Context: an optimization exercise on an open-source flow, tuned for small area. The choices shown serve that exercise and are no tape-out recipe.
Function was checked by simulation only, so behaviour that the tests miss may differ from the original.
No activity file was given, so power comes from the tool's default toggle rates.

Setup of run 1:
Design tv80s, start of the top module:
module tv80s ( 
  m1_n, mreq_n, iorq_n, rd_n, wr_n, rfsh_n, halt_n, busak_n, A, data_out,
  reset_n, clk, wait_n, int_n, nmi_n, busrq_n, data_in
  );
export LEC_CHECK = 0
export CAP_MARGIN = 20
export CORE_MARGIN = 2
export CORE_UTILIZATION = 40
export CTS_BUF_LIST = sky130_fd_sc_hd__clkbuf_8
export CTS_CLUSTER_DIAMETER = 100
export CTS_CLUSTER_SIZE = 10
export SLEW_MARGIN = 20
create_clock -name core_clock -period 11.0 [get_ports {clk}]
standard.sh (not shown) runs the stock make flow with config.mk's settings and CLKGATE_MAP_FILE= SYNTH_SCRIPT=/design/flow/synth_recipe.tcl, a recipe that flattens the netlist after the stock synthesis.
==> flow/flow/run.sh <==
#!/bin/bash
# Standard ORFS flow, except that after the standard synthesis the
# combinational logic is re-mapped by ABC for area (flip-flops, their names
# and cell types are left exactly as the standard synthesis made them).
set -euo pipefail
R=orfs/results/sky130hd/tv80s/base
LIB=$FLOW_HOME/platforms/sky130hd/lib/sky130_fd_sc_hd__tt_025C_1v80.lib
YOSYS=$(command -v yosys || echo $FLOW_HOME/../tools/install/yosys/bin/yosys)

bash standard.sh synth > std_synth.log 2>&1
cp $R/1_2_yosys.v std_1_2_yosys.v

DUARGS=$(sed 's/^/-dont_use /' flow/dontuse.txt | tr '\n' ' ')
cat > reabc.ys <<EOT
read_liberty -ignore_miss_func -overwrite -setattr liberty_cell $LIB
read_verilog std_1_2_yosys.v
hierarchy -top $FLOW_TOP
setattr -mod -set keep_hierarchy 1 sky130_fd_sc_hd__dfxtp_1 sky130_fd_sc_hd__edfxtp_1 sky130_fd_sc_hd__dfrtp_1 sky130_fd_sc_hd__conb_1
flatten
opt_clean -purge
abc -liberty $LIB $DUARGS -script flow/reabc.abc $FLOW_TOP
opt_clean -purge
hilomap -singleton -hicell sky130_fd_sc_hd__conb_1 HI -locell sky130_fd_sc_hd__conb_1 LO
insbuf -buf sky130_fd_sc_hd__buf_4 A X
opt_clean -purge
rename -hide {w:*\$func\$*}
tee -o reabc_stat.txt stat -liberty $LIB
select $FLOW_TOP
write_verilog -noattr -nohex -nodec -selected reabc_1_2_yosys.v
EOT
$YOSYS -s reabc.ys > reabc_yosys.log 2>&1

# the flip-flops must be the standard synthesis's, one for one
ffs() { grep -E '^ *sky130_fd_sc_hd__(e?dfxtp|dfrtp)_[0-9]+ ' "$1" | sort; }
if ! cmp -s <(ffs std_1_2_yosys.v) <(ffs reabc_1_2_yosys.v); then
  echo "re-mapped netlist changed the flip-flops" >&2
  exit 1
fi

cp reabc_1_2_yosys.v $R/1_2_yosys.v
touch $R/1_2_yosys.v
rm -f $R/1_synth.odb $R/1_synth.sdc
bash standard.sh finish > std_finish.log 2>&1
==> flow/flow/reabc.abc <==
strash
dc2
&get -n
&deepsyn -T 180
&put
dc2
&get -n
&deepsyn -T 180
&put
dc2
&get -n
&deepsyn -T 180
&put
dc2
&get -n
&deepsyn -T 180
&put
&get -n
&dch -f
&nf -R 1000
&put
topo
stime -c
buffer -c
upsize -c -D 8000
dnsize -c -D 8000
Other scripts of this flow, unchanged in this note and not shown: flow/flow/dontuse.txt
Run 1 did not stop at any stage, and its layout met the timing, design-rule and antenna checks.
Setup changes, run 1 to run 2
Settings: setting PLACE_DENSITY to 0.5 for the first time; setting SETUP_SLACK_MARGIN to 0.25 for the first time.
--- a/flow/flow/run.sh
+++ b/flow/flow/run.sh
@@ -4,0 +5,2 @@
+# Three ABC runs with different random seeds go in parallel; the smallest
+# netlist is laid out.
@@ -14 +16,3 @@
-cat > reabc.ys <<EOT
+for S in 1 2 3; do
+  sed "s/@SEED@/$S/g" flow/reabc.abc.in > reabc_$S.abc
+  cat > reabc_$S.ys <<EOT
@@ -21 +25 @@
-abc -liberty $LIB $DUARGS -script flow/reabc.abc $FLOW_TOP
+abc -liberty $LIB $DUARGS -script reabc_$S.abc $FLOW_TOP
@@ -27 +31 @@
-tee -o reabc_stat.txt stat -liberty $LIB
+tee -o reabc_stat_$S.txt stat -liberty $LIB
@@ -29 +33 @@
-write_verilog -noattr -nohex -nodec -selected reabc_1_2_yosys.v
+write_verilog -noattr -nohex -nodec -selected reabc_$S.v
@@ -31 +35,3 @@
-$YOSYS -s reabc.ys > reabc_yosys.log 2>&1
+  $YOSYS -s reabc_$S.ys > reabc_yosys_$S.log 2>&1 &
+done
+wait
@@ -35,4 +41,10 @@
-if ! cmp -s <(ffs std_1_2_yosys.v) <(ffs reabc_1_2_yosys.v); then
-  echo "re-mapped netlist changed the flip-flops" >&2
-  exit 1
-fi
+BEST=""; BESTA=""
+for S in 1 2 3; do
+  [[ -s reabc_$S.v ]] || continue
+  cmp -s <(ffs std_1_2_yosys.v) <(ffs reabc_$S.v) || continue
+  A=$(grep "Chip area for module '.$FLOW_TOP'" reabc_stat_$S.txt | awk '{print $NF}')
+  echo "seed $S area $A" >> reabc_choice.log
+  if [[ -z "$BESTA" ]] || awk "BEGIN{exit !($A < $BESTA)}"; then BEST=$S; BESTA=$A; fi
+done
+[[ -n "$BEST" ]] || { echo "no usable re-mapped netlist" >&2; exit 1; }
+echo "chosen seed $BEST area $BESTA" >> reabc_choice.log
@@ -40 +52 @@
-cp reabc_1_2_yosys.v $R/1_2_yosys.v
+cp reabc_$BEST.v $R/1_2_yosys.v
==> flow/flow/reabc.abc.in (new file) <==
strash
dc2
&get -n
&deepsyn -T 180 -S @SEED@
&put
dc2
&get -n
&deepsyn -T 180 -S @SEED@
&put
dch -f
amap
topo
stime -c
buffer -c
upsize -c -D 8000
dnsize -c -D 8000
removed: flow/flow/reabc.abc
Findings:
Run 2 finished every stage and its layout cleared the timing, design-rule and antenna checks. Going from run 1 to run 2, fmax higher; depth of the critical timing path with buffers and inverters included now sits higher; total number of tap cells comparable. Routed wire length, run 1 and run 2: smaller value in run 1.
Here is what was changed in the inputs of run 3 compared with run 2.
Settings: PLACE_DENSITY: 0.5 -> unset; SETUP_SLACK_MARGIN: 0.25 -> unset.
--- a/flow/flow/run.sh
+++ b/flow/flow/run.sh
@@ -5,2 +4,0 @@
-# Three ABC runs with different random seeds go in parallel; the smallest
-# netlist is laid out.
@@ -16,3 +14 @@
-for S in 1 2 3; do
-  sed "s/@SEED@/$S/g" flow/reabc.abc.in > reabc_$S.abc
-  cat > reabc_$S.ys <<EOT
+cat > reabc.ys <<EOT
@@ -25 +21 @@
-abc -liberty $LIB $DUARGS -script reabc_$S.abc $FLOW_TOP
+abc -liberty $LIB $DUARGS -script flow/reabc.abc $FLOW_TOP
@@ -31 +27 @@
-tee -o reabc_stat_$S.txt stat -liberty $LIB
+tee -o reabc_stat.txt stat -liberty $LIB
@@ -33 +29 @@
-write_verilog -noattr -nohex -nodec -selected reabc_$S.v
+write_verilog -noattr -nohex -nodec -selected reabc_1_2_yosys.v
@@ -35,3 +31 @@
-  $YOSYS -s reabc_$S.ys > reabc_yosys_$S.log 2>&1 &
-done
-wait
+$YOSYS -s reabc.ys > reabc_yosys.log 2>&1
@@ -41,10 +35,4 @@
-BEST=""; BESTA=""
-for S in 1 2 3; do
-  [[ -s reabc_$S.v ]] || continue
-  cmp -s <(ffs std_1_2_yosys.v) <(ffs reabc_$S.v) || continue
-  A=$(grep "Chip area for module '.$FLOW_TOP'" reabc_stat_$S.txt | awk '{print $NF}')
-  echo "seed $S area $A" >> reabc_choice.log
-  if [[ -z "$BESTA" ]] || awk "BEGIN{exit !($A < $BESTA)}"; then BEST=$S; BESTA=$A; fi
-done
-[[ -n "$BEST" ]] || { echo "no usable re-mapped netlist" >&2; exit 1; }
-echo "chosen seed $BEST area $BESTA" >> reabc_choice.log
+if ! cmp -s <(ffs std_1_2_yosys.v) <(ffs reabc_1_2_yosys.v); then
+  echo "re-mapped netlist changed the flip-flops" >&2
+  exit 1
+fi
@@ -52 +40 @@
-cp reabc_$BEST.v $R/1_2_yosys.v
+cp reabc_1_2_yosys.v $R/1_2_yosys.v
==> flow/flow/reabc.abc (new file) <==
strash
dc2
&get -n
&deepsyn -T 180
&put
dc2
&get -n
&deepsyn -T 180
&put
dch -f
amap
topo
stime -c
buffer -c
upsize -c -D 8000
dnsize -c -D 8000
removed: flow/flow/reabc.abc.in
Results
[compare] base=run 2 new=run 3: global-route wire length before repair barely changed; sequential share of layout area increased 0.32 points; met1 track demand over resource in global routing rose 2.9 points.
Run 3 against run 2: total power now sits higher; number of cells on the critical path now sits higher.
| non-clock buffer count | higher: run 2 |
Re multi-input gate count: run 2 and run 3 aren't equal, and the lower value belongs to run 3.
Run 3 reports a higher data arrival time at the worst-slack endpoint than run 2 does.
diff inputs: run 3 => run 4
Settings: changing CTS_CLUSTER_SIZE from 10 to 12.
--- a/flow/flow/reabc.abc
+++ b/flow/flow/reabc.abc
@@ -1,0 +2,4 @@
+dc2
+&get -n
+&deepsyn -T 180
+&put
==> summary.txt <==
From run 3 to run 4 the numbers moved as follows: global-route usage shows a reduction of 1.0 points, total power density per cell area now smaller, biggest cell delay along the critical path decreased by 0.13 ns relative to the old numbers, clock-buffer cell count moved down.
Of run 4 and run 3, run 4 shows the lower critical path data arrival time, with run 3 above it.
Between run 4 and run 3, it is run 4 whose fmax is higher, by about 1.4%.
Post-CTS setup-driven buffer insertion count across run 4 and run 3: no real change.
Compared with run 3, run 4 shows count of TritonRoute iterations in the first routing pass lower by 6.
Run 4 vs. run 3: time the worst path needs with I/O delays and setup went down by 0.14 ns.
In terms of design area, run 4 and run 3 differ only marginally.
| non-filler instance count after layout | run 4 vs run 3 | ≈ equal |

[afterwards: timing with drivers on the ports]
The results above use ideal ports. As a check the final layouts listed here were re-extracted and re-timed, cells and wires unchanged. Step 1: set_driving_cell puts a clkbuf_16 on clk and a buf_2 on each other input, an assumption about the parent block. Step 2 times the ports against the registers' clock, not the clock port: input delays grow and output delays shrink by t, the midpoint of the rising clock arrivals with the driver on. a / b / c = no drivers / after step 1 / after step 2; a / b = the first two.
| run | t, ns | setup slack, ns | cell pins on the clock port's net |
|---|---|---|---|
| run 1 | 0.708 | 0.792 / 0.792 / 0.792 | 1 |
| run 2 | 0.723 | 1.240 / 1.240 / 1.240 | 1 |
| run 3 | 0.721 | 0.856 / 0.856 / 0.856 | 1 |
| run 4 | 0.696 | 0.998 / 0.998 / 0.998 | 1 |
After both steps every run listed still meets setup and hold.
